This is an optimization exercise on Yosys and OpenROAD, whose aim is small area, a short achievable clock period and few clock cycles, not a production implementation.
Function was checked by simulation only, so behaviour that the tests miss may differ from the original.
Power figures rest on the tool's default switching activity, not on a simulated workload.

==> flow/design.v <==
typedef enum logic[2:0] {
    SPECIAL_NONE = 3'b000,
    SPECIAL_EN_PASSANT = 3'b001,
    SPECIAL_CASTLE = 3'b010,
    SPECIAL_UNKNOWN = 3'b011,
    SPECIAL_PROMOTE_KNIGHT = 3'b100,
    SPECIAL_PROMOTE_BISHOP = 3'b101,
    SPECIAL_PROMOTE_ROOK = 3'b110,
    SPECIAL_PROMOTE_QUEEN = 3'b111
} move_special_t;
typedef enum logic[2:0] {
    KNIGHT = 3'b000,
    BISHOP = 3'b001,
    ROOK = 3'b010,
    QUEEN = 3'b011,
    PAWN = 3'b100,
    KING = 3'b101
} piece_t;
typedef struct packed  {
    logic[2:0] rnk;
    logic[2:0] fil;
} coord_t;
typedef struct packed {
    logic [4:0][63:0] pieces;
    logic [63:0] pieces_w;
    coord_t[1:0] kings;
    logic[1:0] checkmate;
    logic[3:0] en_passant;
    logic[1:0][1:0] castle;
    logic[14:0] ply;
    logic[6:0] ply50;
} board_t;
typedef struct packed {
    coord_t src;
    coord_t dst;
    move_special_t special;
} move_t;
typedef logic [15:0] eval_t;
`timescale 1ns / 1ps
`default_nettype none
module move_generator(
    input wire    clk_in,
    input wire    rst_in,
    input wire [427:0] board_in,
    input wire    captures_only_in,
    input wire    valid_in,
    output logic [14:0] move_out,
    output logic  valid_out,
    output logic  ready_out
);
    function automatic [63:0] lowbit(input [63:0] x);
        logic [63:0] p;
        p = x;
        for (integer k = 1; k < 64; k = k * 2)
            p = p | (p << k);
        lowbit = x & ~(p << 1);
    endfunction
    function automatic atmost1(input [63:0] x);
        logic [63:0] a, t;
        a = x;
        t = 64'b0;
        for (integer k = 1; k < 64; k = k * 2)
            for (integer i = 0; i + k < 64; i = i + 2 * k) begin
                t[i] = t[i] | t[i + k] | (a[i] & a[i + k]);
                a[i] = a[i] | a[i + k];
            end
        atmost1 = ~t[0];
    endfunction
    function automatic [5:0] enc64(input [63:0] oh);
        enc64 = 6'd0;
        for (integer i = 0; i < 64; i = i + 1)
            if (oh[i]) enc64 = enc64 | i[5:0];
    endfunction
    function automatic [7:0] lineatk(input [7:0] o, input [2:0] p);
        logic [7:0] ph, gu, pu, gd, pd;
        ph = 8'b0; ph[p] = 1'b1;
        gu[0] = 1'b0; pu[0] = 1'b0;
        for (integer k = 1; k < 8; k = k + 1) begin
            gu[k] = ph[k-1];
            pu[k] = ~o[k-1];
        end
        for (integer s = 1; s < 8; s = s * 2)
            for (integer k = 7; k >= s; k = k - 1) begin
                gu[k] = gu[k] | (pu[k] & gu[k-s]);
                pu[k] = pu[k] & pu[k-s];
            end
        gd[7] = 1'b0; pd[7] = 1'b0;
        for (integer k = 0; k < 7; k = k + 1) begin
            gd[k] = ph[k+1];
            pd[k] = ~o[k+1];
        end
        for (integer s = 1; s < 8; s = s * 2)
            for (integer k = 0; k + s < 8; k = k + 1) begin
                gd[k] = gd[k] | (pd[k] & gd[k+s]);
                pd[k] = pd[k] & pd[k+s];
            end
        lineatk = gu | gd;
    endfunction
    logic ready_q;
    logic first_q;
    logic [63:0] c0, c1, c2;
    logic [3:0] rCastle;
    logic [3:0] rEp;
    logic rBlack, rCap;
    assign ready_out = ready_q;
    wire acc = valid_in & ready_q;
    wire [63:0] in_N = board_in[171:108];
    wire [63:0] in_B = board_in[235:172];
    wire [63:0] in_R = board_in[299:236];
    wire [63:0] in_Q = board_in[363:300];
    wire [63:0] in_P = board_in[427:364];
    wire [63:0] in_pc = in_N | in_B | in_R | in_Q | in_P;
    wire [63:0] in_own = board_in[107:44] ^ {64{board_in[7]}};
    logic [5:0] rKe;
    logic [63:0] ekoh, okoh;
    always_comb begin
        ekoh = 64'b0;
        ekoh[rKe] = 1'b1;
        okoh = 64'b0;
        okoh[s2_src] = 1'b1;
    end
    wire [63:0] occ = c0 | c1 | c2;
    wire [63:0] ally = c1 | c2;
    wire [63:0] en = c0 & ~ally;
    wire [63:0] dm = rCap ? (en | ekoh) : ~ally;
    logic [63:0] cur_dst, nxt_dst;
    wire cur_v = |cur_dst;
    wire nxt_v = |nxt_dst;
    logic s1_v, s2a_v;
    wire [63:0] m = c2 | (c1 & c0);
    wire [63:0] sel_low = lowbit(m);
    wire [5:0] sel_src = enc64(sel_low);
    logic [3:0] sel_dsum, sel_asum;
    always_comb begin
        sel_dsum = 4'd0;
        sel_asum = 4'd0;
        for (integer i = 0; i < 64; i = i + 1)
            if (sel_low[i]) begin
                sel_dsum = sel_dsum | 4'(7 + i % 8 - i / 8);
                sel_asum = sel_asum | 4'(i / 8 + i % 8);
            end
    end
    wire sel_found = |m;
    wire [2:0] sel_code = {|(sel_low & c2), |(sel_low & c1), |(sel_low & c0)};
    wire sel_N = sel_code == 3'd3;
    wire sel_D = sel_code == 3'd4 || sel_code == 3'd6;
    wire sel_O = sel_code == 3'd5;
    wire sel_P = sel_code == 3'd7;
    wire sel_en = ~ready_q & (~s1_v | ~s2a_v | ~nxt_v | ~cur_v);
    logic s1N, s1D, s1O, s1P;
    logic [5:0] s1_src;
    wire [2:0] r1 = s1_src[5:3];
    wire [2:0] f1 = s1_src[2:0];
    logic [3:0] dsum1, asum1;
    logic [7:0] R1, F1;
    logic [14:0] D1, A1;
    always_comb begin
        R1 = 8'b0; R1[r1] = 1'b1;
        F1 = 8'b0; F1[f1] = 1'b1;
        D1 = 15'b0; D1[dsum1] = 1'b1;
        A1 = 15'b0; A1[asum1] = 1'b1;
    end
    logic [7:0] o_r, o_f, o_d, o_a, e_d, e_a;
    always_comb begin
        for (integer x = 0; x < 8; x = x + 1) begin
            o_r[x] = 1'b0;
            o_f[x] = 1'b0;
            o_d[x] = 1'b0;
            o_a[x] = 1'b0;
            e_d[x] = 1'b0;
            e_a[x] = 1'b0;
            for (integer y = 0; y < 8; y = y + 1) begin
                o_r[x] = o_r[x] | (occ[y*8 + x] & R1[y]);
                o_f[x] = o_f[x] | (occ[x*8 + y] & F1[y]);
                o_d[x] = o_d[x] | (occ[x*8 + y] & D1[y - x + 7]);
                e_d[x] = e_d[x] | (en[x*8 + y] & D1[y - x + 7]);
                o_a[x] = o_a[x] | (occ[x*8 + y] & A1[x + y]);
                e_a[x] = e_a[x] | (en[x*8 + y] & A1[x + y]);
            end
        end
    end
    wire [7:0] a1_r = lineatk(o_r, f1);
    wire [7:0] a1_f = lineatk(o_f, r1);
    wire [7:0] a1_d = lineatk(o_d, r1);
    wire [7:0] a1_a = lineatk(o_a, r1);
    wire [2:0] rp1 = rBlack ? r1 - 3'd1 : r1 + 3'd1;
    wire [2:0] rp2 = rBlack ? r1 - 3'd2 : r1 + 3'd2;
    wire pw_push = ~rCap & ~o_f[rp1];
    wire pw_dbl = pw_push & (r1 == (rBlack ? 3'd6 : 3'd1)) & ~o_f[rp2];
    wire ep_row = rEp[3] & (rp1 == (rBlack ? 3'd2 : 3'd5));
    wire pw_lc = (f1 != 3'd0) & ((rBlack ? e_d[rp1] : e_a[rp1]) | (ep_row & (f1 - 3'd1 == rEp[2:0])));
    wire pw_rc = (f1 != 3'd7) & ((rBlack ? e_a[rp1] : e_d[rp1]) | (ep_row & (f1 + 3'd1 == rEp[2:0])));
    logic [7:0] pv_f, pv_d, pv_a;
    always_comb begin
        pv_f = 8'b0; pv_f[rp1] = pw_push; pv_f[rp2] = pw_dbl;
        pv_d = 8'b0; pv_d[rp1] = rBlack ? pw_lc : pw_rc;
        pv_a = 8'b0; pv_a[rp1] = rBlack ? pw_rc : pw_lc;
    end
    wire pw_promo = r1 == (rBlack ? 3'd1 : 3'd6);
    logic tK, tC, tN, tD, tO, tP;
    logic [5:0] s2_src;
    logic [3:0] dsum, asum;
    logic [7:0] q_r, q_f, q_d, q_a;
    logic s2_promo, s2_fl, s2_fp, s2_fr;
    wire [2:0] r = s2_src[5:3];
    wire [2:0] f = s2_src[2:0];
    logic [7:0] Rdec, Fdec;
    logic [14:0] Ddec, Adec;
    always_comb begin
        Rdec = 8'b0; Rdec[r] = 1'b1;
        Fdec = 8'b0; Fdec[f] = 1'b1;
        Ddec = 15'b0; Ddec[dsum] = 1'b1;
        Adec = 15'b0; Adec[asum] = 1'b1;
    end
    logic [7:0] nb_f, nb_r, nb2_f, nb2_r;
    always_comb begin
        for (integer k = 0; k < 8; k = k + 1) begin
            nb_f[k] = (k > 0 ? Fdec[k-1] : 1'b0) | (k < 7 ? Fdec[k+1] : 1'b0);
            nb_r[k] = (k > 0 ? Rdec[k-1] : 1'b0) | (k < 7 ? Rdec[k+1] : 1'b0);
            nb2_f[k] = (k > 1 ? Fdec[k-2] : 1'b0) | (k < 6 ? Fdec[k+2] : 1'b0);
            nb2_r[k] = (k > 1 ? Rdec[k-2] : 1'b0) | (k < 6 ? Rdec[k+2] : 1'b0);
        end
    end
    wire [1:0] rights = rBlack ? rCastle[3:2] : rCastle[1:0];
    wire [7:0] back = rBlack ? occ[63:56] : occ[7:0];
    wire c_g = rights[0] & ~back[5] & ~back[6];
    wire c_c = rights[1] & ~back[1] & ~back[2] & ~back[3];
    wire [7:0] cvec = {1'b0, c_g, 3'b000, c_c, 2'b00};
    wire vK = s2a_v & tK;
    wire vN = s2a_v & tN;
    wire [7:0] at_r = tK ? nb_f : (tC ? cvec : q_r);
    wire [7:0] at_f = tK ? nb_r : q_f;
    wire [7:0] Rl = Rdec & {8{s2a_v & (tO | tK | tC)}};
    wire [7:0] Fl = Fdec & {8{s2a_v & (tO | tK | tP)}};
    wire [14:0] Dl = Ddec & {15{s2a_v & (tD | tP)}};
    wire [14:0] Al = Adec & {15{s2a_v & (tD | tP)}};
    wire [7:0] X1 = nb_r & {8{vK | vN}};
    wire [7:0] Y1 = tK ? nb_f : nb2_f;
    wire [7:0] X2 = nb2_r & {8{vN}};
    wire [7:0] Y2 = nb_f;
    logic [63:0] s2_raw;
    always_comb begin
        for (integer i = 0; i < 8; i = i + 1)
            for (integer j = 0; j < 8; j = j + 1)
                s2_raw[i*8 + j] = (Rl[i] & at_r[j]) | (Fl[j] & at_f[i]) |
                                  (Dl[j - i + 7] & q_d[i]) | (Al[i + j] & q_a[i]) |
                                  (X1[i] & Y1[j]) | (X2[i] & Y2[j]);
    end
    wire [63:0] s2_dst = s2_raw & (dm | {64{tP | tC}});
    wire p_promo = s2a_v & tP & s2_promo;
    wire p_fl = s2_fl;
    wire p_fp = s2_fp;
    wire p_fr = s2_fr;
    wire p_repl2 = ~rCap & ~p_fp;
    wire [1:0] p_repr = p_fl ? 2'd1 : ((p_fp | rCap) ? 2'd2 : 2'd3);
    logic [5:0] cur_src, nxt_src;
    logic cur_cs, nxt_cs;        
    logic cur_pr, nxt_pr;        
    logic cur_fl, nxt_fl, cur_fp, nxt_fp, cur_fr, nxt_fr;
    logic cur_rl, nxt_rl;
    logic [1:0] cur_rr, nxt_rr;
    logic [3:0] pcnt;
    wire [63:0] cur_low = lowbit(cur_dst);
    wire cur_one = atmost1(cur_dst);
    wire [5:0] cur_idx = enc64(cur_low);
    wire [1:0] rep_m1 = cur_fl ? {1'b0, cur_rl} : (cur_fp ? 2'd0 : cur_rr - 2'd1);
    wire tdone = (pcnt[1:0] == 2'b11) && (pcnt[3:2] == rep_m1);
    wire hold = cur_pr & ~tdone;
    wire cur_free = ~cur_v | (cur_one & ~hold) | rst_in;
    wire nxt_take = nxt_v & ~rst_in;
    wire adv2 = cur_free | ~nxt_v;
    wire load_nxt = rst_in | (nxt_v ? cur_free : ~cur_free);
    wire done = cur_free & ~nxt_v & ~s2a_v & ~s1_v & ~sel_found;
    logic [2:0] special;
    always_comb begin
        if (cur_cs) special = SPECIAL_CASTLE;
        else if (cur_pr) special = {1'b1, pcnt[1:0]};
        else special = SPECIAL_NONE;
    end
    wire [63:0] s2_g = s2_dst & {64{~rst_in}};
    wire [63:0] take = sel_low & {64{sel_en}};
    wire [63:0] was_q = c2 & c1 & ~c0;
    wire [63:0] kset_o = okoh & {64{first_q}};
    wire [63:0] kset_e = ekoh & {64{first_q}};
    always_ff @(posedge clk_in) begin
        move_out <= {cur_src, cur_idx, special};
        valid_out <= cur_v & ~rst_in;
        if (rst_in) begin
            ready_q <= 1'b1;
            first_q <= 1'b0;
        end else begin
            first_q <= acc;
            if (acc) ready_q <= 1'b0;
            else if (~ready_q & done) ready_q <= 1'b1;
        end
        if (ready_q) begin
            c0 <= in_pc & (~in_own | in_N | in_R | in_P);
            c1 <= in_own & (in_N | in_Q | in_P);
            c2 <= in_own & (in_B | in_R | in_Q | in_P);
            rKe <= board_in[7] ? board_in[37:32] : board_in[43:38];
            rEp <= board_in[29:26];
            rCastle <= board_in[25:22];
            rBlack <= board_in[7];
            rCap <= captures_only_in;
        end else begin
            for (integer i = 0; i < 64; i = i + 1)
                if (kset_o[i]) begin
                    c0[i] <= 1'b0;
                    c1[i] <= 1'b1;
                    c2[i] <= 1'b0;
                end else if (kset_e[i]) begin
                    c0[i] <= 1'b1;
                    c1[i] <= 1'b0;
                    c2[i] <= 1'b0;
                end else if (take[i]) begin
                    c0[i] <= was_q[i];
                    c1[i] <= ~was_q[i];
                    c2[i] <= was_q[i];
                end
        end
        if (rst_in | ready_q) begin
            s1_v <= 1'b0;
        end else if (sel_en) begin
            s1_v <= sel_found;
            s1_src <= sel_src;
            dsum1 <= sel_dsum;
            asum1 <= sel_asum;
            {s1N, s1D, s1O, s1P} <= {sel_N, sel_D, sel_O, sel_P};
        end else if (adv2 & ~first_q) begin
            s1_v <= 1'b0;
        end
        if (rst_in) begin
            s2a_v <= 1'b0;
        end else if (ready_q) begin
            s2a_v <= valid_in;
        end else if (adv2 | ~s2a_v) begin
            s2a_v <= s1_v | first_q;
        end
        if (ready_q) begin
            {tK, tC, tN, tD, tO, tP} <= 6'b100000;
            s2_src <= board_in[7] ? board_in[43:38] : board_in[37:32];
        end else if (first_q) begin
            {tK, tC, tN, tD, tO, tP} <= 6'b010000;
        end else if (adv2 | ~s2a_v) begin
            {tK, tC, tN, tD, tO, tP} <= {2'b00, s1N, s1D, s1O, s1P};
            s2_src <= s1_src;
            dsum <= dsum1;
            asum <= asum1;
            if (s1P) {q_r, q_f, q_d, q_a} <= {8'b0, pv_f, pv_d, pv_a};
            else {q_r, q_f, q_d, q_a} <= {a1_r, a1_f, a1_d, a1_a};
            s2_promo <= pw_promo;
            s2_fl <= pw_lc;
            s2_fp <= pw_push;
            s2_fr <= pw_rc;
        end
        if (cur_free) begin
            if (nxt_take) begin
                cur_dst <= nxt_dst; cur_src <= nxt_src; cur_cs <= nxt_cs; cur_pr <= nxt_pr;
                cur_fl <= nxt_fl; cur_fp <= nxt_fp; cur_fr <= nxt_fr; cur_rl <= nxt_rl; cur_rr <= nxt_rr;
            end else begin
                cur_dst <= s2_g; cur_src <= s2_src; cur_cs <= tC; cur_pr <= p_promo;
                cur_fl <= p_fl; cur_fp <= p_fp; cur_fr <= p_fr; cur_rl <= p_repl2; cur_rr <= p_repr;
            end
            pcnt <= 4'd0;
        end else if (hold) begin
            pcnt <= pcnt + 4'd1;
        end else begin
            cur_dst <= cur_dst & ~cur_low;
            pcnt <= 4'd0;
            if (cur_fl) cur_fl <= 1'b0;
            else if (cur_fp) cur_fp <= 1'b0;
            else cur_fr <= 1'b0;
        end
        if (load_nxt) begin
            nxt_dst <= s2_g; nxt_src <= s2_src; nxt_cs <= tC; nxt_pr <= p_promo;
            nxt_fl <= p_fl; nxt_fp <= p_fp; nxt_fr <= p_fr; nxt_rl <= p_repl2; nxt_rr <= p_repr;
        end
    end
endmodule
`default_nettype wire
==> flow/flow/run.sh <==
#!/bin/bash
# Standard ORFS layout (the standard.sh, standard synthesis unchanged) with a larger
# setup-slack margin for repair_timing, so that timing repair keeps shortening the critical
# paths below the 11 ns clock period. The SDC, clock period and all other settings are the standard flow's.
set -euo pipefail
MARGIN=7.0
sed -E "s/SETUP_SLACK_MARGIN=[-0-9.]+/SETUP_SLACK_MARGIN=${MARGIN}/" standard.sh > standard_margin.sh
grep -q "SETUP_SLACK_MARGIN=${MARGIN}" standard_margin.sh
bash standard_margin.sh > flow_make.log 2>&1
==> flow/standard.sh <==
#!/bin/bash
# synth_recipe.tcl (not shown) runs the flow's synth.tcl, then flattens the netlist and writes it again
# the make line also repeats each setting of config.mk as NAME=value (left out here)
make -C /OpenROAD-flow-scripts/flow DESIGN_CONFIG=/design/flow/config.mk WORK_HOME=/design/flow/orfs CLKGATE_MAP_FILE= SYNTH_SCRIPT=/design/flow/synth_recipe.tcl "${@:-finish}"
==> flow/config.mk <==
export PLATFORM = sky130hd
export DESIGN_NAME = move_generator
export DESIGN_NICKNAME = move_generator
export VERILOG_FILES = /design/flow/design.v
export SDC_FILE = /design/flow/constraint.sdc
export NUM_CORES = 4
export LEC_CHECK = 0
export CAP_MARGIN = 30
export CORE_MARGIN = 2
export CORE_UTILIZATION = 40
export SETUP_SLACK_MARGIN = 0.3
export SLEW_MARGIN = 30
==> flow/constraint.sdc <==
create_clock -name core_clock -period 11.0 [get_ports {clk_in}]
set_input_delay 2.2000 -clock core_clock [delete_from_list [all_inputs] [get_ports {clk_in}]]
set_output_delay 2.2000 -clock core_clock [all_outputs]
set_load 0.01 [all_outputs]
==> results of run 1 <==
==> synth_stat cells (35+ instances only) <==
| library cell | count | share of area [%] |
|---|---|---|
| a211oi_1 | 37 | 0.70 |
| a21o_1 | 75 | 1.4 |
| a21oi_1 | 310 | 3.9 |
| a221oi_1 | 180 | 3.9 |
| a22o_1 | 52 | 1.1 |
| a22oi_1 | 91 | 1.7 |
| a31oi_1 | 49 | 0.77 |
| and2_1 | 51 | 0.80 |
| and3_1 | 51 | 0.80 |
| buf_1 | 35 | 0.33 |
| clkbuf_1 | 248 | 2.3 |
| edfxtp_1 | 429 | 32 |
| ha_1 | 50 | 1.6 |
| inv_1 | 92 | 0.86 |
| nand2_1 | 491 | 4.6 |
| nand2b_1 | 95 | 1.5 |
| nand3_1 | 144 | 1.8 |
| nand3b_1 | 64 | 1.2 |
| nand4_1 | 107 | 1.7 |
| nor2_1 | 443 | 4.2 |
| nor3_1 | 258 | 3.2 |
| nor3b_1 | 37 | 0.70 |
| nor4_1 | 162 | 2.5 |
| o211ai_1 | 37 | 0.70 |
| o21ai_0 | 300 | 3.8 |
| o22ai_1 | 154 | 2.4 |
| o31ai_1 | 90 | 1.7 |
| or3_1 | 65 | 1.0 |
| or4_1 | 37 | 0.70 |
| xor2_1 | 81 | 1.8 |
==> worst max path at each step <==
stage | cells past startpoint | slack, ns | to | from
2_1_floorplan | 9 | 6.27 | asum[0] | rst_in
3_3_place_gp | 13 | 5.32 | q_d[7] | dsum1[1]
3_5_place_dp | 13 | 5.31 | q_d[7] | dsum1[1]
4_1_cts | 15 | 6.86 | q_f[6] | s1_src[0]
5_1_grt | 15 | 6.93 | q_f[6] | s1_src[1]
6_report | 12 | 6.77 | q_d[7] | dsum1[1]
==> sequential cells by signal, indices dropped and copies added (netlist names), 8 cells and up <==
register	flops
move_out	15
c2	64
q_d	8
c1	64
cur_dst	64
q_r	8
nxt_dst	64
c0	64
q_f	8
q_a	8
==> metrics by stage <==
step                hold slack [ns]  utilization [%]  setup slack [ns]
finish                        0.343             51.7              6.77
global route                  0.356             51.7              6.93
CTS                           0.346             50.2              6.86
detailed placement            0.329             46.8              5.31
global placement              0.325             46.6              5.32
floorplan                     0.323                -              6.27
==> area by class of cell <==
class / instances / area, µm²
flip-flops and latches: 459 / 13500
diodes: 4 / 10.0
repair buffers: 743 / 6870
fillers: 9432 / 47700
clock buffers: 69 / 1430
inverters: 97 / 388
well taps: 1287 / 1610
clock inverters: 31 / 333
multi-input cells: 4068 / 26900
==> power breakdown <==
part           switching (mW)  leakage [nW]  internal [mW]
clock network           0.823         0.854           1.02
logic                    1.89          12.0          0.923
registers               0.446          4.62           2.19
==> kinds of logic after synthesis <==
kind of cell / after synthesis
compound gates: 1745
xor+xnor: 103
fa+ha+maj: 53
buf+inv: 400
flops: 459
mux: 39
simple gates: 2128
==> worst max-delay path, stage by stage, from the launching register on <==
cell	delay (ns)
edfxtp_1	0.49
inv_1	0.13
ha_1	0.24
buf_12	0.18
nor4b_1	0.61
o31a_1	0.53
a311oi_1	0.24
a31oi_2	0.43
a32oi_2	0.22
a311oi_1	0.39
a21oi_2	0.09
buf_12	0.19
o22ai_1	0.25
==> metal layers <==
metal  up-vias  GRT usage (%)
li1      20600              -
met1     24000           55.8
met2      4118           71.6
met3      1116           15.7
met4        14           37.5
met5         -              0
==> cell usage in the layout, fill, tap and decap left out, types with 48 or more instances in the layout <==
cell type	netlist	final
nand2_1	491	483
edfxtp_1	429	429
nor2_1	443	425
clkdlybuf4s50_1	0	423
o21ai_0	300	287
a21oi_1	310	283
buf_4	0	271
nor3_1	258	222
o22ai_1	154	152
a221oi_1	180	139
nand3_1	144	136
nor4_1	162	132
nand4_1	107	107
nand2b_1	95	95
a22oi_1	91	89
inv_1	92	85
o31ai_1	90	84
xor2_1	81	77
a21o_1	75	74
or3_1	65	64
nand3b_1	64	64
clkbuf_16	0	56
a22o_1	52	52
and3_1	51	51
and2_1	51	48
==> timing repair <==
action	in CTS	in global routing
gates resized for setup	207	126
setup endpoints to repair	608	381
cloned	2	3
setup buffers	62	81
pin swaps	12	22
==> key figures, run 1 <==
Outcome
  • Status: complete, no violations

Global route
  • Largest net degree at the start of global routing: 88
  • Vias in the first global route: 46300
  • First-pass GRT wire length: 349000 µm
  • Gr ovfl total: 0
  • Gr usage total: 47.6%
  • Antenna violations before repair: 12

Power and ir drop
  • PD cells: 143 nW/µm²
  • Design Power: 7.30 mW
  • Leakage: 17.5 nW
  • Max rail drop VDD: 0.147 mV

Critical path
  • Reg2reg start: dsum1[1]
  • Worst EP arrival: 4.73 ns
  • CP startpoint kind: flip-flop
  • Worst endpoint required time: 11.50 ns
  • Worst setup EP type: flip-flop
  • Flop2flop setup slack: 6.77 ns
  • Reg-to-Reg End: q_d[7]
  • Crit Path Class: flip-flop to flip-flop
  • Reg2Reg Depth: 12
  • Worst-path maximum fanout: 29

STA
  • Relative slew slack: 17.8%
  • Max-slew violations: 0
  • Setup TNS: 0 ns
  • Final setup viols: 0
  • Final setup skew: 0.0601 ns
  • Fin crit share: 38.4%
  • Final hold viol count: 0
  • Final Critical Period: 4.23 ns
  • Worst Max-Slew Pin Slew: 1.23 ns
  • RSZ-0062 raised after global routing: yes
  • Max Clk Rate: 237 MHz

Drt
  • Routed vias/inst: 7.37
  • DR WL/cell: 37.8 µm
  • DRC viols: 0
  • Routed via count: 49800
  • Length of routed met2 wiring: 108000 µm
  • Pre-antenna DRT Iters: 12
  • Final WL: 255000 µm
  • Met1 wire length: 89300 µm
  • Top Layer Used: met5
  • Initial DRC Count: 8271
  • Metal3 WL: 32500 µm
  • Post-route ant nets: 0

Synth
  • Post-synthesis mux area share: 1.12%
  • Share of the yosys chip area belonging to registers: 33.8%
  • Largest family of logic cells by synthesized area: compound AO/OA/AOI/OAI gates
  • Yosys cell types: 100
  • Compound-gate portion of the synthesized area: 30.2%
  • Synth Flop Type: edfxtp_1
  • Mapped Area: 39900 µm²
  • Post-synthesis simple-gate area fraction: 27.2%
  • FF+latch count, synth: 459
  • Mapped Nets: 5410
  • Share of synthesized flip-flops with an asynchronous set or reset: 0%
  • Post-Synth XOR/XNOR Area: 2.26%
  • Number of synthesized flops with an enable pin: 429
  • Syn avg cell area: 8.11 µm²
  • Synth Area in Adders: 1.67%
  • Yosys warning count: 1
  • Synth Instances: 4927

Die
  • Placeable core area: 98700 µm²
  • Die Ht: 320 µm
  • Die footprint: 102000 µm²
  • Rows: 115
  • Starting Density: 40.5%
  • Top-Level Pins: 449
  • Die W: 320 µm

Cells and area
  • Synth-to-layout area growth: 27.7%
  • Final non-filler cell total: 6758
  • Layout cells sized above 1: 13.8%
  • Design Area, Final: 51000 µm²
  • Final net count: 5905

Clock tree
  • Clk buf depth: 3
  • Clock latency (worst-skew pair): 0.71 ns
  • H-tree lvl count: 2
  • CTS tree: done
  • Total CTS buffers: 53
  • Clk root buf: clkbuf_16
  • # hold bufs at CTS: 0
  • Clock sink count: 459
  • Clock transition at path regs: 0.07 ns

Run
  • Max-cap violations: 0

Placement
  • DP HPWL: 197000 µm
  • DP Area: 46200 µm²
  • # port buffers: 425
  • GPL Wtd Cong: 1.13
  • DP Cell Count: 6502

Hold path
  • Hold Path Stages: 0
  • Worst Hold Class: flip-flop to flip-flop
  • Min-Delay Startpoint: cur_src[5]
  • Worst Hold End: move_out[14]
Testbench counts, summed over its fixed seeds: cycles 103,931.
==> inputs of run 2 (changes only) <==
--- a/flow/flow/run.sh
+++ b/flow/flow/run.sh
@@ -4,5 +4,5 @@
 # paths below the 11 ns clock period. The SDC, clock period and all other settings are the standard flow's.
 set -euo pipefail
-MARGIN=7.0
+MARGIN=7.5
 sed -E "s/SETUP_SLACK_MARGIN=[-0-9.]+/SETUP_SLACK_MARGIN=${MARGIN}/" standard.sh > standard_margin.sh
 grep -q "SETUP_SLACK_MARGIN=${MARGIN}" standard_margin.sh
==> key figures, run 2 <==
Synth
  • Mapped Area: 39900 µm² (unchanged)
  • Synth Instances: 4927 (unchanged)
  • Share of synthesized flip-flops with an asynchronous set or reset: 0% (unchanged)
  • Post-synthesis simple-gate area fraction: 27.2% (unchanged)
  • Yosys cell types: 100 (unchanged)
  • Synth top cells by count: 491 x nand2_1, 443 x nor2_1, 429 x edfxtp_1
  • Synth Flop Type: edfxtp_1
  • Most numerous cell in the Yosys netlist: nand2_1
  • FF+latch count, synth: 459 (unchanged)
  • Post-Synth XOR/XNOR Area: 2.26% (unchanged)
  • Synth top area share: 32.3% (unchanged)
  • Share of the yosys chip area belonging to registers: 33.8% (unchanged)
  • Syn avg cell area: 8.11 µm² (unchanged)
  • Number of synthesized flops with an enable pin: 429 (unchanged)
  • Mapped Nets: 5410 (unchanged)
  • Largest family of logic cells by synthesized area: compound AO/OA/AOI/OAI gates
  • Compound-gate portion of the synthesized area: 30.2% (unchanged)
  • Synth Area in Adders: 1.67% (unchanged)
  • Post-synthesis mux area share: 1.12% (unchanged)
  • Ranking of synthesized cells by area: edfxtp_1 32%, nand2_1 4.6%, nor2_1 4.2%
  • Yosys warning count: 1 (unchanged)
  • Largest area contributor in the netlist: edfxtp_1

Drt
  • Post-route ant nets: 0 (unchanged)
  • Final WL: 278000 µm (+8.9%)
  • Pre-antenna DRT Iters: 9 (-3)
  • Initial DRC Count: 8792 (+6.3%)
  • DRC viols: 0 (unchanged)
  • Routed via count: 53500 (+7.3%)
  • DR WL/cell: 39.3 µm (+4.0%)
  • Routed vias/inst: 7.55 (+2.4%)

STA
  • Max Clk Rate: 252 MHz (+6.3%)
  • Final setup viols: 0 (unchanged)
  • RSZ-0062 raised after global routing: yes
  • Worst Max-Slew Pin Slew: 1.23 ns (+0.000654 ns)
  • Setup WS post-layout: 7.03 ns (+0.252 ns)
  • Setup TNS: 0 ns (unchanged)
  • Relative slew slack: 17.9% (+0.16 points)
  • Fin crit share: 36.1% (-2.3 points)
  • Final hold viol count: 0 (unchanged)
  • Max-slew violations: 0 (unchanged)
  • Final Critical Period: 3.97 ns (-0.252 ns)
  • Final setup skew: 0.0381 ns (-0.0219 ns)

Clock tree
  • Clock sink count: 459 (unchanged)
  • Clk buf depth: 3 (unchanged)
  • Clock latency (worst-skew pair): 0.71 ns (about the same)
  • Clk root buf: clkbuf_16
  • H-tree lvl count: 2 (unchanged)
  • CTS tree: done
  • # hold bufs at CTS: 0 (unchanged)
  • Total CTS buffers: 52 (-1.9%)
  • Clock transition at path regs: 0.07 ns (about the same)

Die
  • Die footprint: 102000 µm² (unchanged)
  • Top-Level Pins: 449 (unchanged)
  • Die W: 320 µm (unchanged)
  • Rows: 115 (unchanged)
  • Placeable core area: 98700 µm² (unchanged)
  • Starting Density: 40.5% (unchanged)
  • Die Ht: 320 µm (unchanged)

Cells and area
  • Multi-input logic area: 30100 µm² (+12%)
  • Layout cells sized above 1: 24.2% (+10 points)
  • Seq. cell area: 13500 µm² (about the same)
  • Most frequent cells in the layout: 477 x buf_4, 474 x nand2_1, 429 x edfxtp_1
  • Final net count: 6209 (+5.1%)
  • Synth-to-layout area growth: 44.3%
  • Fill cells: 8546 (-9.4%)
  • Most common library cell in the layout ignoring fill and taps: buf_4

Critical path
  • Flop2flop setup slack: 7.03 ns (+0.25 ns)
  • Worst setup EP type: flip-flop
  • CP endpoint: q_f[3]
  • Worst EP arrival: 4.47 ns (-0.26 ns)
  • Crit Path Class: flip-flop to flip-flop
  • CP startpoint kind: flip-flop
  • Reg2Reg Depth: 14 (+2)
  • Worst endpoint required time: 11.50 ns (about the same)
  • Critical path origin: s1_src[0]
  • Reg2reg start: s1_src[0]
  • Worst-path maximum fanout: 3 (-90%)
  • Reg-to-Reg End: q_f[3]

Global route
  • Gr usage total: 50.5% (+2.9 points)
  • Antenna violations before repair: 20 (+8)
  • Gr ovfl total: 0 (unchanged)
  • Largest net degree at the start of global routing: 93 (+5.7%)
  • First-pass GRT wire length: 369000 µm (+5.7%)
  • Vias in the first global route: 48700 (+5.1%)

Run
  • Max-cap violations: 0 (unchanged)

Power and ir drop
  • Max rail drop VDD: 0.125 mV (-15%)
  • Leakage: 20.0 nW (+15%)
  • PD cells: 138 nW/µm² (-3.5%)

Placement
  • DP HPWL: 200000 µm (+1.5%)
  • # port buffers: 425 (unchanged)
  • GPL Wtd Cong: 1.13 (-0.24%)
  • Worst slack at placement: 5.63 ns (+0.316 ns)

Hold path
  • Min-Delay Startpoint: cur_src[0]
  • Worst Hold Class: flip-flop to flip-flop

Outcome
  • Status: complete, no violations
run 2: timing repair:
action | in CTS | in global routing
gates resized for setup | 588 | 431
pin swaps | 83 | 128
endpoints found under the hold margin | 0 | 0
buffers inserted | 270 | 145
gates cloned | 10 | 30
setup endpoints to repair | 825 | 491
run 2: how the worst min path moves through the flow:
| stage | depth (start not counted) | end | slack (ns) |
|---|---|---|---|
| after global placement | 0 | move_out[14] | 0.32 |
| after floorplan | 0 | move_out[10] | 0.32 |
| final | 0 | move_out[9] | 0.34 |
| after CTS | 0 | move_out[9] | 0.34 |
| after detailed placement | 0 | move_out[9] | 0.33 |
| after global routing | 0 | move_out[9] | 0.35 |
run 2: layer usage:
metal / global-route usage [%] / vias up / part of all wire, %
met5: 2.41 / - / 0.16
met4: 42.9 / 12 / 12
met3: 20.2 / 1646 / 14
met2: 74.0 / 5146 / 41
met1: 57.1 / 25400 / 33
li1: - / 21300 / -
run 2: stage by stage:
stage | utilization (%) | cells | power [mW] | area, µm² | hold slack (ns)
after floorplan | - | 4927 | 3.69 | 40100 | 0.323
after global placement | 46.6 | 6488 | 5.01 | 46000 | 0.325
after detailed placement | 46.8 | 6501 | 5.04 | 46200 | 0.328
after CTS | 53.9 | 6878 | 7.33 | 53300 | 0.342
after global routing | 58.3 | 7061 | 8.01 | 57600 | 0.346
final | 58.4 | 7078 | 7.96 | 57600 | 0.342
run 2: final cells by class:
cell class | count | area share [%]
multi-input combinational | 4070 | 52.1
sequential | 459 | 23.4
timing repair buffer | 1046 | 17.8
tap | 1287 | 2.79
clock buffer | 60 | 2.31
clock inverter | 37 | 0.762
inverter | 97 | 0.701
antenna | 22 | 0.0955
run 2: logic make-up after synthesis:
kind of cell    Yosys count
fa+ha+maj                53
buf+inv                 400
mux                      39
xor+xnor                103
compound gates         1745
flops                   459
simple gates           2128
run 2: worst max-delay path, stage by stage (launching register included):
cell       delay [ns]
edfxtp_1         0.51
inv_2            0.08
ha_4             0.17
ha_4             0.25
buf_12           0.16
or4_4            0.51
o211ai_1         0.19
o221ai_4         0.19
a2111oi_4        0.38
o41ai_2          0.14
buf_4            0.16
or3_4            0.33
a211oi_4         0.25
a32oi_1          0.16
a21oi_1          0.26
run 2: power by group:
part	internal [mW]	total, mW	switching, mW
registers	2.19	2.60	0.403
logic	1.21	3.48	2.27
clock network	1.05	1.88	0.837
==> inputs of run 3 (changes only) <==
--- a/flow/flow/run.sh
+++ b/flow/flow/run.sh
@@ -4,5 +4,5 @@
 # paths below the 11 ns clock period. The SDC, clock period and all other settings are the standard flow's.
 set -euo pipefail
-MARGIN=7.5
+MARGIN=6.75
 sed -E "s/SETUP_SLACK_MARGIN=[-0-9.]+/SETUP_SLACK_MARGIN=${MARGIN}/" standard.sh > standard_margin.sh
 grep -q "SETUP_SLACK_MARGIN=${MARGIN}" standard_margin.sh
==> key figures, run 3 <==
Drt
  • Post-route ant nets: 0 (unchanged)
  • Initial DRC Count: 8368 (-4.8%)
  • Routed via count: 50000 (-6.5%)
  • DRC viols: 0 (unchanged)
  • Pre-antenna DRT Iters: 9 (unchanged)
  • DR WL/cell: 38.4 µm (-2.2%)
  • Routed vias/inst: 7.44 (-1.4%)
  • Final WL: 258000 µm (-7.3%)

STA
  • Relative slew slack: 18.5% (+0.59 points)
  • Fin crit share: 39.7% (+3.5 points)
  • Final Critical Period: 4.36 ns (+0.389 ns)
  • Worst Max-Slew Pin Slew: 1.22 ns (-0.00881 ns)
  • Max Clk Rate: 229 MHz (-8.9%)
  • Setup TNS: 0 ns (unchanged)
  • Max-slew violations: 0 (unchanged)
  • Final hold viol count: 0 (unchanged)
  • Setup WS post-layout: 6.64 ns (-0.389 ns)
  • Final setup skew: 0.0682 ns (+0.0301 ns)
  • Final setup viols: 0 (unchanged)
  • RSZ-0062 raised after global routing: yes

Clock tree
  • Clk root buf: clkbuf_16
  • # hold bufs at CTS: 0 (unchanged)
  • Clock transition at path regs: 0.07 ns (about the same)
  • Clk buf depth: 3 (unchanged)
  • Total CTS buffers: 53 (+1.9%)
  • Clock latency (worst-skew pair): 0.72 ns (about the same)
  • Clock sink count: 459 (unchanged)
  • H-tree lvl count: 2 (unchanged)
  • CTS tree: done

Synth
  • Mapped Area: 39900 µm² (unchanged)
  • Post-synthesis simple-gate area fraction: 27.2% (unchanged)
  • Number of synthesized flops with an enable pin: 429 (unchanged)
  • Synth Instances: 4927 (unchanged)
  • Ranking of synthesized cells by area: edfxtp_1 32%, nand2_1 4.6%, nor2_1 4.2%
  • Synth Area in Adders: 1.67% (unchanged)
  • Largest area contributor in the netlist: edfxtp_1
  • Compound-gate portion of the synthesized area: 30.2% (unchanged)
  • Post-Synth XOR/XNOR Area: 2.26% (unchanged)
  • Share of the yosys chip area belonging to registers: 33.8% (unchanged)
  • Synth top area share: 32.3% (unchanged)
  • Yosys warning count: 1 (unchanged)
  • FF+latch count, synth: 459 (unchanged)
  • Share of synthesized flip-flops with an asynchronous set or reset: 0% (unchanged)
  • Mapped Nets: 5410 (unchanged)
  • Synth top cells by count: 491 x nand2_1, 443 x nor2_1, 429 x edfxtp_1
  • Syn avg cell area: 8.11 µm² (unchanged)
  • Synth Flop Type: edfxtp_1
  • Post-synthesis mux area share: 1.12% (unchanged)
  • Largest family of logic cells by synthesized area: compound AO/OA/AOI/OAI gates
  • Yosys cell types: 100 (unchanged)
  • Most numerous cell in the Yosys netlist: nand2_1

Global route
  • Antenna violations before repair: 11 (-45%)
  • Gr usage total: 47.9% (-2.6 points)
  • Largest net degree at the start of global routing: 93 (unchanged)
  • Vias in the first global route: 46500 (-4.5%)
  • Gr ovfl total: 0 (unchanged)
  • First-pass GRT wire length: 350000 µm (-5.1%)

Power and ir drop
  • Max rail drop VDD: 0.116 mV (-7.0%)
  • Leakage: 17.1 nW (-15%)
  • Switching share of total power: 42.9% (-1.2 points)
  • Clock share of power: 26.9% (+3.2 points)
  • PD cells: 148 nW/µm² (+6.9%)
  • Comb pwr share: 36.8% (-6.9 points)
  • Int Pwr: 4.20 mW (-5.6%)
  • Power share of the sequential group: 36.3% (+3.7 points)
  • Psw: 3.16 mW (-9.9%)

Die
  • Die footprint: 102000 µm² (unchanged)
  • Starting Density: 40.5% (unchanged)
  • Die W: 320 µm (unchanged)
  • Rows: 115 (unchanged)
  • Top-Level Pins: 449 (unchanged)
  • Placeable core area: 98700 µm² (unchanged)
  • Die Ht: 320 µm (unchanged)

Critical path
  • Worst endpoint required time: 11.41 ns (-0.09 ns)
  • Reg2reg start: c0[10]
  • CP startpoint kind: flip-flop
  • Reg2Reg Depth: 10 (-4)
  • Crit Path Class: flip-flop to flip-flop
  • Flop2flop setup slack: 6.64 ns (-0.39 ns)
  • Reg-to-Reg End: asum1[2]
  • Worst EP arrival: 4.77 ns (+0.30 ns)
  • Worst setup EP type: flip-flop
  • Max stage delay on crit path: 0.75 ns (+0.24 ns)
  • CP most frequent cell: nand4_1
  • Cell Chain, Critical Path: a21oi_1 > nand4_1 > nor4_1 > buf_4 > a41oi_1 > nand4_1 > nor2_1 > nand3_1 > or3_1 > or4_1
  • Worst-path maximum fanout: 10 (+7)
  • Slowest-stage cell, CP: a41oi_1

Placement
  • DP Cell Count: 6506 (+0.077%)
  • GPL Wtd Cong: 1.12 (-1.2%)
  • DP HPWL: 200000 µm (-0.18%)
  • Worst slack at placement: 5.28 ns (-0.347 ns)
  • # port buffers: 425 (unchanged)

Hold path
  • Worst Hold Class: flip-flop to flip-flop
  • Min-Delay Startpoint: cur_src[0]
  • Hold Path Stages: 0 (unchanged)
  • Worst Hold End: move_out[9]

Cells and area
  • Most common library cell in the layout ignoring fill and taps: nand2_1
  • Layout cells sized above 1: 11.2% (-13 points)
  • Synth-to-layout area growth: 24.9%
  • Final non-filler cell total: 6713 (-5.2%)
  • Final net count: 5855 (-5.7%)
  • Most frequent cells in the layout: 487 x nand2_1, 429 x edfxtp_1, 428 x nor2_1

Outcome
  • Status: complete, no violations

Run
  • Max-cap violations: 0 (unchanged)
==> run 3: cell count changes in the layout (fill, tap and decap cells not counted), moves of 31 or more <==
cell,change
buf_12,-31
buf_4,-240
buf_6,-42
a221oi_4,-54
a21oi_2,-53
nor3_1,+31
a21oi_1,+67
a221oi_1,+84
==> run 3: worst max-delay path by stage <==
stage | from | end | slack (ns)
2_1_floorplan | rst_in | asum[0] | 6.27
3_3_place_gp | dsum1[1] | q_d[7] | 5.35
3_5_place_dp | dsum1[1] | q_d[0] | 5.28
4_1_cts | dsum1[1] | q_d[0] | 6.75
5_1_grt | s1_src[0] | q_f[5] | 6.70
6_report | c0[10] | asum1[2] | 6.64
==> run 3: layout make-up <==
cell class	instances	area, µm²
clock inverter	32	487
fill	9422	48800
timing repair buffer	692	6360
inverter	97	379
clock buffer	67	1420
antenna	10	25.0
multi-input combinational	4069	26100
tap	1287	1610
sequential	459	13500
==> run 3: per-stage QoR <==
stage                     total power, mW  hold slack [ns]  cell area [µm²]  utilization, %
after floorplan                      3.69            0.323            40000               -
after global placement               5.00            0.324            46000            46.6
after detailed placement             5.03            0.329            46200            46.8
after CTS                            7.04            0.345            48800            49.5
after global routing                 7.46            0.353            49900            50.5
final                                7.36            0.345            49900            50.5
==> run 3: per-layer routing <==
| layer | global-route usage, % | share of wire (%) | routed length, µm |
|---|---|---|---|
| met1 | 56.4 | 35 | 90200 |
| met2 | 72.1 | 42 | 109000 |
| met3 | 14.9 | 13 | 32500 |
| met4 | 38.2 | 10 | 25800 |
| met5 | 0 | 0.022 | 57 |
==> run 3: logic make-up (layout without fill, tap and decap cells) <==
kind of cell    after synthesis  in the layout
xor+xnor                    103            103
compound gates             1745           1746
flops                       459            459
other cells                   0             10
buf+inv                     400            888
fa+ha+maj                    53             53
simple gates               2128           2128
mux                          39             39
==> run 3: worst max-delay path: cells and delay by family (launching register included) <==
family / cells / cell delay (ns)
simple gates: 7 / 2.25
compound gates: 2 / 1.00
flops: 1 / 0.64
buf+inv: 1 / 0.18
==> run 3: what timing repair did <==
item                                    in CTS  in global routing
endpoints found under the setup margin     526                257
setup buffers                               34                 54
pin swaps                                    7                 13
resized for setup                           93                 84
gates cloned                                 1                  2
==> run 3: power by group through the flow <==
stage | registers, mW | logic [mW] | clock network [mW]
after CTS | 2.63 | 2.44 | 1.97
after global placement | 2.67 | 2.33 | 0
after detailed placement | 2.68 | 2.35 | 0
after floorplan | 2.39 | 1.29 | 0
after global routing | 2.67 | 2.75 | 2.04
final | 2.67 | 2.71 | 1.98
==> inputs of run 4 (changes only) <==
--- a/flow/design.v
+++ b/flow/design.v
@@ -99,5 +99,5 @@
     logic ready_q;
     logic first_q;
-    logic [63:0] c0, c1, c2;
+    logic [63:0] c0, c1, c2, rOwn;
     logic [3:0] rCastle;
     logic [3:0] rEp;
@@ -110,6 +110,4 @@
     wire [63:0] in_Q = board_in[363:300];
     wire [63:0] in_P = board_in[427:364];
-    wire [63:0] in_pc = in_N | in_B | in_R | in_Q | in_P;
-    wire [63:0] in_own = board_in[107:44] ^ {64{board_in[7]}};
     logic [5:0] rKe;
     logic [63:0] ekoh, okoh;
@@ -120,31 +118,20 @@
         okoh[s2_src] = 1'b1;
     end
+    wire [63:0] own = rOwn;
     wire [63:0] occ = c0 | c1 | c2;
-    wire [63:0] ally = c1 | c2;
-    wire [63:0] en = c0 & ~ally;
-    wire [63:0] dm = rCap ? (en | ekoh) : ~ally;
+    wire [63:0] dm = rCap ? ((occ | ekoh) & ~own) : ~(occ & own);
     logic [63:0] cur_dst, nxt_dst;
     wire cur_v = |cur_dst;
     wire nxt_v = |nxt_dst;
     logic s1_v, s2a_v;
-    wire [63:0] m = c2 | (c1 & c0);
+    wire [63:0] m = own & (c0 | c1 | c2) & ~(c2 & c1);
     wire [63:0] sel_low = lowbit(m);
     wire [5:0] sel_src = enc64(sel_low);
-    logic [3:0] sel_dsum, sel_asum;
-    always_comb begin
-        sel_dsum = 4'd0;
-        sel_asum = 4'd0;
-        for (integer i = 0; i < 64; i = i + 1)
-            if (sel_low[i]) begin
-                sel_dsum = sel_dsum | 4'(7 + i % 8 - i / 8);
-                sel_asum = sel_asum | 4'(i / 8 + i % 8);
-            end
-    end
     wire sel_found = |m;
     wire [2:0] sel_code = {|(sel_low & c2), |(sel_low & c1), |(sel_low & c0)};
-    wire sel_N = sel_code == 3'd3;
-    wire sel_D = sel_code == 3'd4 || sel_code == 3'd6;
-    wire sel_O = sel_code == 3'd5;
-    wire sel_P = sel_code == 3'd7;
+    wire sel_N = sel_code == 3'd1;
+    wire sel_D = sel_code == 3'd2 || sel_code == 3'd4;
+    wire sel_O = sel_code == 3'd3;
+    wire sel_P = sel_code == 3'd5;
     wire sel_en = ~ready_q & (~s1_v | ~s2a_v | ~nxt_v | ~cur_v);
     logic s1N, s1D, s1O, s1P;
@@ -152,5 +139,6 @@
     wire [2:0] r1 = s1_src[5:3];
     wire [2:0] f1 = s1_src[2:0];
-    logic [3:0] dsum1, asum1;
+    wire [3:0] dsum1 = 4'd7 + {1'b0, f1} - {1'b0, r1};
+    wire [3:0] asum1 = {1'b0, r1} + {1'b0, f1};
     logic [7:0] R1, F1;
     logic [14:0] D1, A1;
@@ -161,4 +149,5 @@
         A1 = 15'b0; A1[asum1] = 1'b1;
     end
+    wire [63:0] en = occ & ~own;
     logic [7:0] o_r, o_f, o_d, o_a, e_d, e_a;
     always_comb begin
@@ -280,7 +269,6 @@
     wire [63:0] s2_g = s2_dst & {64{~rst_in}};
     wire [63:0] take = sel_low & {64{sel_en}};
-    wire [63:0] was_q = c2 & c1 & ~c0;
-    wire [63:0] kset_o = okoh & {64{first_q}};
-    wire [63:0] kset_e = ekoh & {64{first_q}};
+    wire [63:0] was_q = c2 & ~c0;
+    wire [63:0] kset = (okoh | ekoh) & {64{first_q}};
     always_ff @(posedge clk_in) begin
         move_out <= {cur_src, cur_idx, special};
@@ -295,8 +283,9 @@
         end
         if (ready_q) begin
-            c0 <= in_pc & (~in_own | in_N | in_R | in_P);
-            c1 <= in_own & (in_N | in_Q | in_P);
-            c2 <= in_own & (in_B | in_R | in_Q | in_P);
+            c0 <= in_N | in_R | in_P;
+            c1 <= in_B | in_R;
+            c2 <= in_Q | in_P;
             rKe <= board_in[7] ? board_in[37:32] : board_in[43:38];
+            rOwn <= board_in[107:44] ^ {64{board_in[7]}};
             rEp <= board_in[29:26];
             rCastle <= board_in[25:22];
@@ -305,16 +294,12 @@
         end else begin
             for (integer i = 0; i < 64; i = i + 1)
-                if (kset_o[i]) begin
+                if (kset[i]) begin
                     c0[i] <= 1'b0;
                     c1[i] <= 1'b1;
-                    c2[i] <= 1'b0;
-                end else if (kset_e[i]) begin
-                    c0[i] <= 1'b1;
-                    c1[i] <= 1'b0;
-                    c2[i] <= 1'b0;
+                    c2[i] <= 1'b1;
                 end else if (take[i]) begin
                     c0[i] <= was_q[i];
-                    c1[i] <= ~was_q[i];
-                    c2[i] <= was_q[i];
+                    c1[i] <= 1'b1;
+                    c2[i] <= ~was_q[i];
                 end
         end
@@ -324,6 +309,4 @@
             s1_v <= sel_found;
             s1_src <= sel_src;
-            dsum1 <= sel_dsum;
-            asum1 <= sel_asum;
             {s1N, s1D, s1O, s1P} <= {sel_N, sel_D, sel_O, sel_P};
         end else if (adv2 & ~first_q) begin
--- a/flow/flow/run.sh
+++ b/flow/flow/run.sh
@@ -4,5 +4,5 @@
 # paths below the 11 ns clock period. The SDC, clock period and all other settings are the standard flow's.
 set -euo pipefail
-MARGIN=6.75
+MARGIN=7.0
 sed -E "s/SETUP_SLACK_MARGIN=[-0-9.]+/SETUP_SLACK_MARGIN=${MARGIN}/" standard.sh > standard_margin.sh
 grep -q "SETUP_SLACK_MARGIN=${MARGIN}" standard_margin.sh
==> key figures, run 4 <==
Cells and area
  • Synth-to-layout area growth: 28.5%
  • Most common library cell in the layout ignoring fill and taps: edfxtp_1
  • Layout cells sized above 1: 14.5% (+3.3 points)
  • Final non-filler cell total: 6138 (-8.6%)
  • Final net count: 5303 (-9.4%)
  • Most frequent cells in the layout: 485 x edfxtp_1, 423 x clkdlybuf4s50_1, 418 x nand2_1

Synth
  • Mapped Area: 38500 µm² (-3.5%)
  • Ranking of synthesized cells by area: edfxtp_1 38%, nand2_1 4.3%, a21oi_1 3.6%
  • Yosys warning count: 1 (unchanged)
  • Largest area contributor in the netlist: edfxtp_1
  • Syn avg cell area: 8.80 µm² (+8.6%)
  • Synth Flop Type: edfxtp_1
  • FF+latch count, synth: 515 (+12%)
  • Yosys cell types: 99 (-1.0%)
  • Synth top cells by count: 485 x edfxtp_1, 440 x nand2_1, 337 x nor2_1
  • Number of synthesized flops with an enable pin: 485 (+13%)
  • Share of the yosys chip area belonging to registers: 39.3% (+5.6 points)
  • Mapped Nets: 4873 (-9.9%)
  • Share of synthesized flip-flops with an asynchronous set or reset: 0% (unchanged)
  • Most numerous cell in the Yosys netlist: edfxtp_1
  • Synth Instances: 4380 (-11%)
  • Synth top area share: 37.8% (+5.5 points)

STA
  • Final Critical Period: 4.35 ns (-0.0151 ns)
  • Hold slack: 0.339 ns (-0.00678 ns)
  • Worst Max-Slew Pin Slew: 1.16 ns (-0.0629 ns)
  • Final setup skew: 0.0354 ns (-0.0328 ns)
  • Final setup viols: 0 (unchanged)
  • Max Clk Rate: 230 MHz (+0.35%)
  • Final hold viol count: 0 (unchanged)
  • Setup TNS: 0 ns (unchanged)
  • Relative slew slack: 22.1% (+3.6 points)
  • RSZ-0062 raised after global routing: yes
  • Max-slew violations: 0 (unchanged)
  • Fin crit share: 39.5% (-0.14 points)

Power and ir drop
  • Max rail drop VDD: 0.130 mV (+12%)
  • Design Power: 8.02 mW (+9.0%)
  • Leakage: 17.2 nW (+0.76%)
  • PD cells: 162 nW/µm² (+9.8%)

Placement
  • GPL Wtd Cong: 1.09 (-2.1%)
  • DP HPWL: 163000 µm (-18%)
  • DP Cell Count: 5867 (-9.8%)
  • # port buffers: 425 (unchanged)

Drt
  • Pre-antenna DRT Iters: 9 (unchanged)
  • DRC viols: 0 (unchanged)
  • Post-route ant nets: 0 (unchanged)
  • DR WL/cell: 35.2 µm (-8.3%)
  • Routed vias/inst: 7.07 (-5.0%)
  • Initial DRC Count: 6904 (-17%)
  • Final WL: 216000 µm (-16%)
  • Routed via count: 43400 (-13%)

Clock tree
  • Total CTS buffers: 60 (+13%)
  • CTS tree: done
  • Clock sink count: 515 (+12%)
  • Clock transition at path regs: 0.07 ns (about the same)
  • # hold bufs at CTS: 0 (unchanged)
  • Clock latency (worst-skew pair): 0.73 ns (about the same)
  • Clk root buf: clkbuf_16
  • H-tree lvl count: 2 (unchanged)
  • Clk buf depth: 3 (unchanged)

Critical path
  • CP startpoint kind: flip-flop
  • Crit Path Class: flip-flop to flip-flop
  • Worst endpoint required time: 11.56 ns (+0.15 ns)
  • Worst EP arrival: 4.91 ns (+0.14 ns)
  • Worst setup EP type: flip-flop
  • Flop2flop setup slack: 6.65 ns (+0.02 ns)
  • Worst-path maximum fanout: 5 (-5)

Global route
  • First-pass GRT wire length: 298000 µm (-15%)
  • Gr ovfl total: 0 (unchanged)
  • Vias in the first global route: 40300 (-13%)
  • Antenna violations before repair: 18 (+7)
  • Gr usage total: 42.0% (-5.9 points)
  • Largest net degree at the start of global routing: 102 (+9.7%)

Hold path
  • Worst Hold Class: flip-flop to flip-flop

Die
  • Rows: 113 (-1.7%)
  • Placeable core area: 95300 µm² (-3.5%)
  • Die Ht: 314 µm (-1.7%)
  • Die footprint: 98900 µm² (-3.5%)
  • Die W: 314 µm (-1.7%)
  • Top-Level Pins: 449 (unchanged)
  • Starting Density: 40.5% (about the same)

Run
  • Max-cap violations: 0 (unchanged)

Outcome
  • Status: complete, no violations
## run 4: cell count changes after synthesis, sizes merged, moves of 72 or more
| cell | delta |
|---|---|
| nor4 | -104 |
| nor2 | -108 |
| o21ai | -112 |
| o22ai | -72 |
| nor3 | -80 |
| a221oi | -75 |
| nand2b | -72 |
| or3 | +142 |
## run 4: what timing repair did
item | in CTS | in global routing
pin swaps | 40 | 40
gates resized for setup | 283 | 114
setup endpoints to repair | 551 | 417
gates cloned | 9 | 4
setup buffers | 99 | 34
## run 4: metal layers
metal / global-route usage [%] / wire [µm] / up-vias
li1: - / - / 18300
met1: 50.9 / 78700 / 21100
met2: 64.1 / 93700 / 3135
met3: 12.5 / 25200 / 870
met4: 28.6 / 18500 / 14
met5: 0.967 / 169 / -
## run 4: logic make-up after synthesis
| group | after synthesis | synth area share, % |
|---|---|---|
| simple gates | 1765 | 23.3 |
| xor+xnor | 106 | 2.52 |
| compound gates | 1434 | 26.8 |
| buf+inv | 445 | 4.39 |
| mux | 53 | 1.56 |
| flops | 515 | 39.3 |
| fa+ha+maj | 62 | 2.06 |
## run 4: report_power, final
part / switching (mW) / leakage, nW / total, mW / internal (mW)
Sequential: 0.329 / 5.03 / 2.76 / 2.43
Combinational: 1.95 / 11.1 / 3.03 / 1.08
Clock: 0.924 / 1.04 / 2.23 / 1.31
Total: 3.20 / 17.2 / 8.02 / 4.82
## run 4: final cells by class
type / count / area [µm²]
Timing Repair Buffer: 673 / 6630
Tap cell: 1265 / 1580
Inverter: 138 / 574
Multi-Input combinational cell: 3420 / 23400
Timing Repair inverter: 2 / 16.3
Clock inverter: 49 / 632
Clock buffer: 65 / 1520
Sequential cell: 515 / 15200
Antenna cell: 11 / 27.5
Fill cell: 9086 / 45800
## run 4: worst paths after layout
check / startpoint / endpoint / cells past startpoint
hold reg to reg: cur_src[0] / move_out[9] / 0
hold / removal: cur_src[0] / move_out[9] / 0
setup / recovery: s1_src[3] / q_a[6] / 17
setup reg to reg: s1_src[3] / q_a[6] / 17
## run 4: worst max-delay path, stage by stage (launching register included)
cell and delay [ns]:
edfxtp_1 0.44, buf_12 0.16, ha_4 0.15, fa_2 0.55
inv_2 0.06, ha_4 0.15, xor3_2 0.26, buf_12 0.17
mux2i_1 0.11, a222oi_1 0.53, a21oi_1 0.09, a221o_1 0.37
o2111a_1 0.27, a221o_1 0.33, a21oi_2 0.20, buf_4 0.14
a21oi_2 0.05, o22ai_1 0.13
## run 4: per-stage QoR
step                util (%)  area (µm²)  worst slack [ns]
finish                  52.0       49500              6.65
global route            51.9       49500              6.63
CTS                     51.0       48600              6.60
detailed placement      46.4       44200              5.15
global placement        46.3       44200              5.16
floorplan                  -       38700              6.37
Testbench counts of run 4, summed over its fixed seeds: cycles 103,931.

==> what the ideal ports hide <==
How much do the figures lean on ideal ports? The routed layouts below were timed once more, with nothing changed but the port constraints. Step 1 (the two cells are an assumption about what drives the block):
set clk [get_ports {clk_in}]
set_driving_cell -lib_cell sky130_fd_sc_hd__clkbuf_16 $clk
set_driving_cell -lib_cell sky130_fd_sc_hd__buf_2 [delete_from_list [all_inputs] $clk]
Step 2, shift: input delay + t, output delay - t, t = (earliest + latest rising clock arrival at the registers) / 2. This alone moves slack from input paths to output paths. Three values: no drivers, after step 1, after step 2; two values: the first two.
run | t, ns | setup slack, ns | hold WS [ns] | latest minus earliest clock arrival (ns) | worst slew at a driven data input, ns
run 1 | 0.766 | 6.773 / 6.773 / 6.373 | 0.343 / 0.343 / 0.343 | 0.060 / 0.060 | 0.09
run 2 | 0.777 | 7.025 / 7.025 / 6.640 | 0.342 / 0.342 / 0.342 | 0.038 / 0.038 | 0.11
run 3 | 0.770 | 6.636 / 6.636 / 6.350 | 0.345 / 0.345 / 0.345 | 0.069 / 0.068 | 0.09
run 4 | 0.794 | 6.651 / 6.651 / 6.321 | 0.339 / 0.339 / 0.339 | 0.036 / 0.035 | 0.07
After both steps every run listed still meets setup and hold. The setup slack of run 1, which loses most, moves by 0.000 ns with the drivers and by -0.400 ns with both steps.
